What follows belongs to an exercise in optimizing a design on an open flow for small area and a short achievable clock period; a production flow would make more cautious choices.
Power and IR drop assume default switching activity.

Design arbiter_rr, start of the top module:
module arbiter_rr #(
    parameter WIDTH = 64
)(
    input               clk,
    input               rst,
    input   [WIDTH-1:0] req,
    output  [WIDTH-1:0] grant
);
    reg  [5:0] nk;
    wire [5:0] nkn;
    wire a0;
    wire a1;
    wire a2;
    wire a3;
    wire a4;
    wire a5;
    wire a6;
    wire a7;
    wire anyr;
    wire cw1_a;
    wire cw1_b;
    wire cw2_a;
    wire cw2_b;
    wire cw3_a;
    wire cw3_b;
    wire cw4_a;
    wire cw4_b;
    wire cw5_a;
    wire cw5_b;
    wire cw6_a;
    wire cw6_b;
    wire cw7_a;
    wire cw7_b;
    wire eq0;
    wire eq1;
    wire eq2;
    wire eq3;
    wire eq4;
    wire eq5;
    wire eq6;
    wire eq7;
    wire gt2;
    wire gt3;
    wire gt5;
    wire gt6;
    wire gt7;
    wire h12;
    wire h34;
    wire h56;
    wire hap;
    wire kc2;
    wire kr0;
    wire kr1;
    wire kr2;
    wire le1;
    wire le2;
    wire le3;
    wire le5;
    wire le6;
    wire le7;
    wire m12;
    wire m34;
    wire m56;
    wire na03;
    wire na47;
    wire nag1;
    wire nag2;
    wire nag3;
    wire nag4;
    wire nag5;
    wire nag6;
    wire nag7;
    wire nanyg;
    wire nhap;
    wire nk1;
    wire nk2;
    wire nk3;
    wire nk4;
    wire nk5;
    wire nk6;
    wire nk7;
    wire npa1;
    wire npa2;
    wire npa3;
    wire npa4;
    wire npa5;
    wire npa6;
    wire npa7;
    wire npg3;
    wire npg4;
    wire npg5;
    wire npg6;
    wire npg7;
    wire nrw1;
    wire nrw2;
    wire nrw3;
    wire nrw4;
    wire nrw5;
    wire nrw6;
    wire nrw7;
    wire ntl1;
    wire ntl2;
    wire ntl3;
    wire ntl5;
    wire ntl6;
    wire ntl7;
    wire nwc0;
    wire nwc1;
    wire nwc2;
    wire nwr0;
    wire nwr1;
    wire nwr2;
    wire nz0;
    wire nz1;
    wire nz2;
    wire nz3;
    wire nz4;
    wire nz5;
    wire nz6;
    wire nz7;
    wire pa4;
    wire pa46;
    wire px1_0;
    wire px1_1;
    wire px1_2;
    wire px1_3;
    wire px2_0;
    wire px2_1;
    wire px2_2;
    wire px2_3;
    wire px3_0;
    wire px3_1;
    wire px3_2;
    wire px3_3;
    wire px4_0;
    wire px4_1;
    wire px4_2;
    wire px4_3;
  ...
Settings: LEC_CHECK=0, CAP_MARGIN=20, CORE_MARGIN=2, CORE_UTILIZATION=40, CTS_BUF_LIST=sky130_fd_sc_hd__clkbuf_2, SETUP_SLACK_MARGIN=0.3, SLEW_MARGIN=20, SYNTH_HIERARCHICAL=1, SYNTH_MINIMUM_KEEP_SIZE=0; clock period 6.5 ns.
standard.sh (not shown) runs the stock make flow with config.mk's settings and CLKGATE_MAP_FILE= SYNTH_SCRIPT=/design/flow/synth_recipe.tcl, a recipe that flattens the netlist after the stock synthesis.
==> flow/flow/run.sh <==
#!/bin/bash
# The standard layout, with three changes: the port buffers are the
# smallest buffer (buf_1) instead of the default; after floorplan every
# logic cell is set to its smallest drive strength (flow/downsize.tcl);
# after placement the cells on the critical paths are sized up again
# (flow/size.tcl).
set -euo pipefail
here=$(pwd)
export BUFFER_PORTS_ARGS="-buffer_cell sky130_fd_sc_hd__buf_1"
export POST_FLOORPLAN_TCL="$here/flow/downsize.tcl"
export POST_RESIZE_TCL="$here/flow/size.tcl"
bash standard.sh > "$here/flow_standard.log" 2>&1
==> flow/flow/downsize.tcl <==
# Hook run after floorplan: set every logic cell to its smallest drive
# strength where that is smaller. Synthesis maps each gate on its own and
# picks stronger cells than the loads need; flow/size.tcl then upsizes
# the cells that timing needs, once the cells are placed.
set db [ord::get_db]
set n 0
foreach inst [[ord::get_db_block] getInsts] {
  set master [$inst getMaster]
  set name [$master getName]
  if {[regexp {^(sky130_fd_sc_hd__[a-z0-9]+)_([0-9]+)$} $name -> base size] && $size > 1} {
    set small [$db findMaster ${base}_1]
    if {$small ne "NULL"
        && [$small getWidth] * [$small getHeight] < [$master getWidth] * [$master getHeight]} {
      $inst swapMaster $small
      incr n
    }
  }
}
puts "downsize: $n cells set to drive strength 1"
==> flow/flow/size.tcl <==
# Hook run after placement and its design repair: give the drivers of the
# high-fanout nets on the request-to-grant paths a stronger cell.
set ::db [ord::get_db]
set ::block [ord::get_db_block]
proc size_driver {net_name size} {
  set net [$::block findNet $net_name]
  if {$net eq "NULL"} { puts "size: no net $net_name"; return }
  foreach iterm [$net getITerms] {
    if {[$iterm isOutputSignal]} {
      set inst [$iterm getInst]
      set name [[$inst getMaster] getName]
      regexp {^(sky130_fd_sc_hd__[a-z0-9]+)_[0-9]+$} $name -> base
      set big [$::db findMaster ${base}_$size]
      if {$big ne "NULL"} {
        $inst swapMaster $big
        puts "size: $net_name driver [$inst getName] $name -> ${base}_$size"
      }
    }
  }
}
foreach g {0 1 2 3 4 5 6 7} {
  size_driver nz$g 4
  size_driver a$g 2
}
size_driver nhap 4
size_driver nanyg 4
size_driver rh1 2
foreach n {h12 h34 h56} { size_driver $n 2 }
The first run finished with timing, DRC and antenna clean.
Edit:
--- a/flow/config.mk
+++ b/flow/config.mk
@@ -10 +10 @@
-export CORE_UTILIZATION = 40
+export CORE_UTILIZATION = 70
Worst hold slack got worse by 0.038 ns.
Design area came out lower by 1.4%.
Die area came out lower by 41%.
Sequential share of layout area is about the same.
No run of this note included a check of the RTL's function; only the layout flow was run.

* * *

## north
arbiter_rr, a different RTL version from the one above (not shown whole).
Size: about 330 cells after synthesis, ~6 flip-flops, ~130 I/O pins, ~2700 sq um of cells after synthesis.
==> flow/design.v (excerpt) <==
module arbiter_rr #(
    parameter WIDTH = 64
)(
    input               clk,
    input               rst,
    input   [WIDTH-1:0] req,
    output  [WIDTH-1:0] grant
);
export LEC_CHECK = 0
export CAP_MARGIN = 20
export CORE_MARGIN = 2
export CORE_UTILIZATION = 40
export SETUP_SLACK_MARGIN = 0.3
export SLEW_MARGIN = 20
export SYNTH_HIERARCHICAL = 1
export SYNTH_MINIMUM_KEEP_SIZE = 0
create_clock -name core_clock -period 6.5 [get_ports {clk}]
==> flow/flow/size.tcl <==
# Hook run after placement and its design repair: size cells up (no new
# buffers) on the paths that limit the clock period.
log_cmd repair_timing -setup -setup_margin 2.5 -sequence "sizeup,swap" -skip_last_gasp -verbose
Scripts as last shown in full above: flow/flow/run.sh, flow/flow/downsize.tcl
Edits applied to the flow inputs when going from north to east:
==> flow/flow/size.tcl <==
# Hook run after placement and its design repair: size cells up (no new
# buffers) on the paths that limit the clock period.
log_cmd repair_timing -setup -setup_margin 1.5 -sequence "sizeup,swap" -skip_last_gasp -verbose
### Flow results
- east closes out successfully: all stages finished, all timing, DRC and antenna checks passed.
- north did not stop at any stage, and its layout met the timing, DRC and antenna checks.
- When the final numbers for east and north were put side by side, the maximum frequency turned out to be greater in north.
- north and east ended up with roughly the same routed wire length.
- STATUS maximum vdd ir drop: east wins against north
- Delta (east minus north): global-route usage about even; worst hold slack decreased 0.0035 ns.
Function was not checked in any run of this note: the RTL went through the layout flow alone.

* * *

== job 101 ==
arbiter_rr again, from the RTL that the note above started with.
Design arbiter_rr, start of the top module:
module arbiter_rr #(
    parameter WIDTH = 64
)(
    input               clk,
    input               rst,
    input   [WIDTH-1:0] req,
    output  [WIDTH-1:0] grant
);
    reg  [5:0] k;
    wire [5:0] kn;
    wire a0;
    wire a1;
    wire a2;
    wire a3;
    wire a4;
    wire a5;
    wire a6;
    wire a7;
    wire cw1_a;
    wire cw1_b;
    wire cw2_a;
    wire cw2_b;
    wire cw3_a;
    wire cw3_b;
    wire cw4_a;
    wire cw4_b;
    wire cw5_a;
    wire cw5_b;
    wire cw6_a;
    wire cw6_b;
    wire cw7_a;
    wire cw7_b;
    wire eq0;
    wire eq1;
    wire eq2;
    wire eq3;
    wire eq4;
    wire eq5;
    wire eq6;
    wire eq7;
    wire gt2;
    wire gt3;
    wire gt5;
    wire gt6;
    wire gt7;
    wire hap;
    wire kk2;
    wire kk3;
    wire kk4;
    wire kk5;
    wire kk6;
    wire kk7;
    wire m12;
    wire m34;
    wire m56;
    wire na03;
    wire na47;
    wire nag1;
    wire nag2;
    wire nag3;
    wire nag4;
    wire nag5;
    wire nag6;
    wire nag7;
    wire nanyg;
    wire nanyg_n;
    wire nar;
    wire nkr0;
    wire nkr1;
    wire nkr2;
    wire npa1;
    wire npa2;
    wire npa3;
    wire npa4;
    wire npa5;
    wire npa6;
    wire npa7;
    wire npg3;
    wire npg4;
    wire npg5;
    wire npg6;
    wire npg7;
    wire nrw1;
    wire nrw2;
    wire nrw3;
    wire nrw4;
    wire nrw5;
    wire nrw6;
    wire nrw7;
    wire ntl1;
    wire ntl2;
    wire ntl3;
    wire ntl5;
    wire ntl6;
    wire ntl7;
    wire nu1;
    wire nu2;
    wire nu3;
    wire nu4;
    wire nu5;
    wire nu6;
    wire nu7;
  ...
clock: 6.5 ns
lec_check: 0
cap_margin: 20
core_margin: 2
core_utilization: 40
setup_slack_margin: 2.0
slew_margin: 20
synth_hierarchical: 1
synth_minimum_keep_size: 0
==> flow/flow/run.sh <==
#!/bin/bash
# The standard layout, with two changes: the port buffers are the smallest
# buffer (buf_1) instead of the default, and after floorplan every logic
# cell is set to its smallest drive strength (flow/downsize.tcl).
set -euo pipefail
here=$(pwd)
export BUFFER_PORTS_ARGS="-buffer_cell sky130_fd_sc_hd__buf_1"
export POST_FLOORPLAN_TCL="$here/flow/downsize.tcl"
bash standard.sh > "$here/flow_standard.log" 2>&1
==> flow/flow/downsize.tcl <==
# Hook run after floorplan: set every logic cell to its smallest drive
# strength. Synthesis maps each gate on its own and picks stronger cells
# than the loads need; the later repair steps upsize what timing needs.
set db [ord::get_db]
set n 0
foreach inst [[ord::get_db_block] getInsts] {
  set name [[$inst getMaster] getName]
  if {[regexp {^(sky130_fd_sc_hd__[a-z0-9]+)_([0-9]+)$} $name -> base size] && $size > 1} {
    set small [$db findMaster ${base}_1]
    if {$small ne "NULL"} {
      $inst swapMaster $small
      incr n
    }
  }
}
puts "downsize: $n cells set to drive strength 1"
#### Input delta (job 102 over job 101)
# job 101
export LEC_CHECK = 0
export CAP_MARGIN = 20
export CORE_MARGIN = 2
export CORE_UTILIZATION = 40
export SETUP_SLACK_MARGIN = 2.0
export SLEW_MARGIN = 20
export SYNTH_HIERARCHICAL = 1
export SYNTH_MINIMUM_KEEP_SIZE = 0
create_clock -name core_clock -period 6.5 [get_ports {clk}]
# job 102
export LEC_CHECK = 0
export CAP_MARGIN = 20
export CORE_MARGIN = 2
export CORE_UTILIZATION = 40
export SETUP_SLACK_MARGIN = 0.3
export SLEW_MARGIN = 20
export SYNTH_HIERARCHICAL = 1
export SYNTH_MINIMUM_KEEP_SIZE = 0
create_clock -name core_clock -period 6.5 [get_ports {clk}]
Findings:
Per the final summary, job 102 finished and its layout is clean on timing, DRC and antenna. Going from job 101 to job 102, the final worst-path cycle share was found to have gone up by 14 points. Job 102 vs. job 101: cell count went down by 49. A critical path launch point of req[33] is what job 102 shows, while req[28] belongs to job 101. Setup slack: job 102 less than job 101. Compared with job 101, routed wire length on met2 in job 102 decreased by more than 10%. [compare] base=job 101 new=job 102: routed wire length moved down, highest fanout seen on the critical path moved up, clock share of power moved up, number of fill cells in the layout moved up. For the via count, job 102 came in about 8% lower than job 101 did. The layout cell share with drive strength beyond 1 reported for job 102 is smaller than that of job 101 by 40 points. Of job 102 and job 101, the lower cell depth of the worst flop-to-flop path belongs to job 102.
Function was not checked in any run of this note: the RTL went through the layout flow alone.

* * *

build 84:
Another version of the RTL of arbiter_rr (not shown whole).
Size: roughly 130 I/O pins, ~2800 um^2 of cells after synthesis.
clock: 6.5 ns
lec_check: 0
cap_margin: 20
core_margin: 2
core_utilization: 40
cts_buf_list: sky130_fd_sc_hd__clkbuf_2
setup_slack_margin: 0.3
slew_margin: 20
synth_hierarchical: 1
synth_minimum_keep_size: 0
==> flow/flow/run.sh <==
#!/bin/bash
# The standard layout, with three changes: the port buffers are the
# smallest buffer (buf_1) instead of the default; after floorplan every
# logic cell is set to its smallest drive strength (flow/downsize.tcl);
# after placement the cells on the critical paths are sized up again
# (flow/size.tcl).
set -euo pipefail
here=$(pwd)
export BUFFER_PORTS_ARGS="-buffer_cell sky130_fd_sc_hd__buf_1"
export POST_FLOORPLAN_TCL="$here/flow/downsize.tcl"
export POST_RESIZE_TCL="$here/flow/size.tcl"
bash standard.sh > "$here/flow_standard.log" 2>&1
==> flow/flow/size.tcl <==
# Hook run after placement and its design repair: give the drivers of the
# high-fanout nets on the request-to-grant paths a stronger cell.
set ::db [ord::get_db]
set ::block [ord::get_db_block]
proc size_driver {net_name size} {
  set net [$::block findNet $net_name]
  if {$net eq "NULL"} { puts "size: no net $net_name"; return }
  foreach iterm [$net getITerms] {
    if {[$iterm isOutputSignal]} {
      set inst [$iterm getInst]
      set name [[$inst getMaster] getName]
      regexp {^(sky130_fd_sc_hd__[a-z0-9]+)_[0-9]+$} $name -> base
      set big [$::db findMaster ${base}_$size]
      if {$big ne "NULL"} {
        $inst swapMaster $big
        puts "size: $net_name driver [$inst getName] $name -> ${base}_$size"
      }
    }
  }
}
size_driver nz0 4
foreach g {1 2 3 4 5 6 7} { size_driver nz$g 2 }
foreach g {0 1 2 3 4 5 6 7} { size_driver a$g 2 }
size_driver nhap 4
size_driver nanygh 2
size_driver sp1 2
foreach n {h12 h34 h56} { size_driver $n 2 }
foreach n {sp2 sp3 sp4 sp5 sp6 sp7} { size_driver $n 4 }
foreach n {m12 m34 m56} { size_driver $n 2 }
foreach g {0 1 2 3 4 5 6 7} { size_driver eqm$g 2 }
foreach n {kr0 kr1 kr2} { size_driver $n 4 }
# the flip-flops of the pointer row bits drive the row decode
foreach inst [$::block getInsts] {
  if {[regexp {^nk\\?\[[345]\\?\]\$_DFF} [$inst getName]]} {
    set name [[$inst getMaster] getName]
    regexp {^(sky130_fd_sc_hd__[a-z0-9]+)_[0-9]+$} $name -> base
    $inst swapMaster [$::db findMaster ${base}_4]
    puts "size: [$inst getName] $name -> ${base}_4"
  }
}
Other scripts of this flow, unchanged in this note and not shown: flow/flow/downsize.tcl
#### Input delta (build 61 over build 84)
-- flow/config.mk --
<<< build 84, line 10
export CORE_UTILIZATION = 40
>>> build 61, line 10
export CORE_UTILIZATION = 50
Notes after the runs:
- Build 61 went all the way through the flow, and no timing, DRC or antenna check failed.
- In terms of detailed-route DRC error count, build 61 and build 84 differ only marginally.
- Iteration-0 DRC count of the detailed router is lower on build 61
- When the final numbers for build 84 and build 61 were put side by side, the fraction of area in multi-input gates turned out to be greater in build 61.
- The higher starting utilization of the core area of build 84 and build 61 is in build 61.
- Final setup slack of the worst path is lower on build 84
Inputs modified between build 61 and build 92:
-- flow/flow/size.tcl --
<<< build 61, line 22
foreach g {1 2 3 4 5 6 7} { size_driver nz$g 2 }
>>> build 92, line 22
foreach g {1 2 3 4 5 6 7} { size_driver nz$g 4 }
<<< build 61, line 25
size_driver nanygh 2
>>> build 92, line 25
size_driver nanygh 4
size_driver haph 2
-- flow/config.mk --
<<< build 61, line 10
export CORE_UTILIZATION = 50
>>> build 92, line 10
export CORE_UTILIZATION = 40
Build 92 vs build 61 on met2 routed wirelength: build 92 is the higher one. Comparing build 92 with build 61, the proportion of cell area spent on the clock network came out essentially unchanged. In build 92, the via density per instance came out 0.31% below the value in build 61. Aggregate global-route resource usage ended up 6.2 points lower on build 92 than on build 61. Build 92 ended with more number of detailed-routing iterations run before antenna repair than build 61. The biggest cell delay along the critical path of build 61 and that of build 92 are within noise of each other.
No functional check of the RTL was part of any run of this note.

* * *

== rev 12 ==
Another version of the RTL of arbiter_rr (not shown whole).
For scale: ~0.0028 mm2 of cells after synthesis.
## arbiter_rr
module arbiter_rr #(
    parameter WIDTH = 64
)(
    input               clk,
    input               rst,
    input   [WIDTH-1:0] req,
    output  [WIDTH-1:0] grant
);
Settings: LEC_CHECK=0, CAP_MARGIN=20, CORE_MARGIN=2, CORE_UTILIZATION=50, CTS_BUF_LIST=sky130_fd_sc_hd__clkbuf_2, SETUP_SLACK_MARGIN=0.3, SLEW_MARGIN=20, SYNTH_HIERARCHICAL=1, SYNTH_MINIMUM_KEEP_SIZE=0; clock period 6.5 ns.
==> flow/flow/downsize.tcl <==
# Hook run after floorplan: set every logic cell to its smallest drive
# strength where that is smaller. Synthesis maps each gate on its own and
# picks stronger cells than the loads need; flow/size.tcl then upsizes
# the cells that timing needs, once the cells are placed.
set db [ord::get_db]
set n 0
foreach inst [[ord::get_db_block] getInsts] {
  set master [$inst getMaster]
  set name [$master getName]
  if {[regexp {^(sky130_fd_sc_hd__[a-z0-9]+)_([0-9]+)$} $name -> base size] && $size > 1} {
    set small [$db findMaster ${base}_1]
    if {$small ne "NULL"
        && [$small getWidth] * [$small getHeight] < [$master getWidth] * [$master getHeight]} {
      $inst swapMaster $small
      incr n
    }
  }
}
puts "downsize: $n cells set to drive strength 1"
==> flow/flow/size.tcl <==
# Hook run after placement and its design repair: give the drivers of the
# high-fanout nets on the request-to-grant paths a stronger cell.
set ::db [ord::get_db]
set ::block [ord::get_db_block]
proc size_driver {net_name size} {
  set net [$::block findNet $net_name]
  if {$net eq "NULL"} { puts "size: no net $net_name"; return }
  foreach iterm [$net getITerms] {
    if {[$iterm isOutputSignal]} {
      set inst [$iterm getInst]
      set name [[$inst getMaster] getName]
      regexp {^(sky130_fd_sc_hd__[a-z0-9]+)_[0-9]+$} $name -> base
      set big [$::db findMaster ${base}_$size]
      if {$big ne "NULL"} {
        $inst swapMaster $big
        puts "size: $net_name driver [$inst getName] $name -> ${base}_$size"
      }
    }
  }
}
foreach g {0 1 2 3 4 5 6 7} {
  size_driver nz$g 4
  size_driver a$g 2
}
size_driver nhap 4
size_driver anyg 2
size_driver sp1 2
foreach n {h12 h34 h56} { size_driver $n 2 }
foreach n {sp2 sp3 sp4 sp5 sp6 sp7} { size_driver $n 4 }
foreach n {m12 m34 m56} { size_driver $n 2 }
foreach g {0 1 2 3 4 5 6 7} { size_driver eqm$g 2 }
foreach n {kr0 kr1 kr2} { size_driver $n 4 }
# the flip-flops of the pointer row bits drive the row decode
foreach inst [$::block getInsts] {
  if {[regexp {^nk\\?\[[345]\\?\]\$_DFF} [$inst getName]]} {
    set name [[$inst getMaster] getName]
    regexp {^(sky130_fd_sc_hd__[a-z0-9]+)_[0-9]+$} $name -> base
    $inst swapMaster [$::db findMaster ${base}_4]
    puts "size: [$inst getName] $name -> ${base}_4"
  }
}
Scripts as last shown in full above: flow/flow/run.sh
Rev 12 went all the way through the flow, and no timing, DRC or antenna check failed.
Changes in rev 13 relative to rev 12:
--- a/flow/config.mk
+++ b/flow/config.mk
@@ -9,3 +9,3 @@
 export CORE_MARGIN = 2
-export CORE_UTILIZATION = 50
+export CORE_UTILIZATION = 40
 export CTS_BUF_LIST = sky130_fd_sc_hd__clkbuf_2
### Flow results
Layout overhead on the synthesized area ended up 0.36 points higher on rev 13 than on rev 12. Rev 13: fmax is about 0.37% higher than what rev 12 reported. Looking at worst reg-to-reg setup slack across both flows, rev 13 is the stronger of the two, with rev 12 trailing.
Function was not checked in any run of this note: the RTL went through the layout flow alone.

==> afterwards: timing with drivers on the ports <==
In the flow no input, the clock included, has a driving cell. The finished layouts below were timed again as built, in two steps.
Step 1: set_driving_cell puts a clkbuf_16 on clk and a buf_2 on each other input, an assumption about the parent block.
Step 2, shift: input delay + t, output delay - t, t = (earliest + latest rising clock arrival at the registers) / 2. This alone moves slack from input paths to output paths.
Three values: ideal, step 1, step 2; two values: the first two.
run	t (ns)	setup slack, ns	hold WS [ns]	clock arrival spread, ns
the first run of note 1	0.235	1.735 / 1.713 / 1.713	0.654 / 0.654 / 0.654	0.000 / 0.000
the second run of note 1	0.252	1.773 / 1.753 / 1.753	0.616 / 0.616 / 0.616	0.006 / 0.006
north	0.234	1.276 / 1.238 / 1.238	0.563 / 0.563 / 0.563	0.001 / 0.001
east	0.235	1.203 / 1.181 / 1.181	0.560 / 0.560 / 0.560	0.002 / 0.002
job 101	0.234	1.932 / 1.907 / 1.907	0.583 / 0.583 / 0.583	0.001 / 0.001
job 102	0.236	1.034 / 1.013 / 1.013	0.607 / 0.607 / 0.607	0.004 / 0.004
build 84	0.236	1.503 / 1.477 / 1.477	0.638 / 0.638 / 0.638	0.010 / 0.010
build 61	0.229	1.525 / 1.504 / 1.504	0.648 / 0.648 / 0.648	0.012 / 0.012
build 92	0.233	1.545 / 1.516 / 1.516	0.640 / 0.640 / 0.640	0.011 / 0.011
rev 12	0.234	1.484 / 1.463 / 1.463	0.637 / 0.637 / 0.637	0.020 / 0.021
rev 13	0.244	1.503 / 1.481 / 1.481	0.624 / 0.624 / 0.624	0.017 / 0.018
After both steps every run listed still meets setup and hold. For north, which loses most, drivers alone change the setup slack by -0.038 ns; drivers and shift together by -0.038 ns.
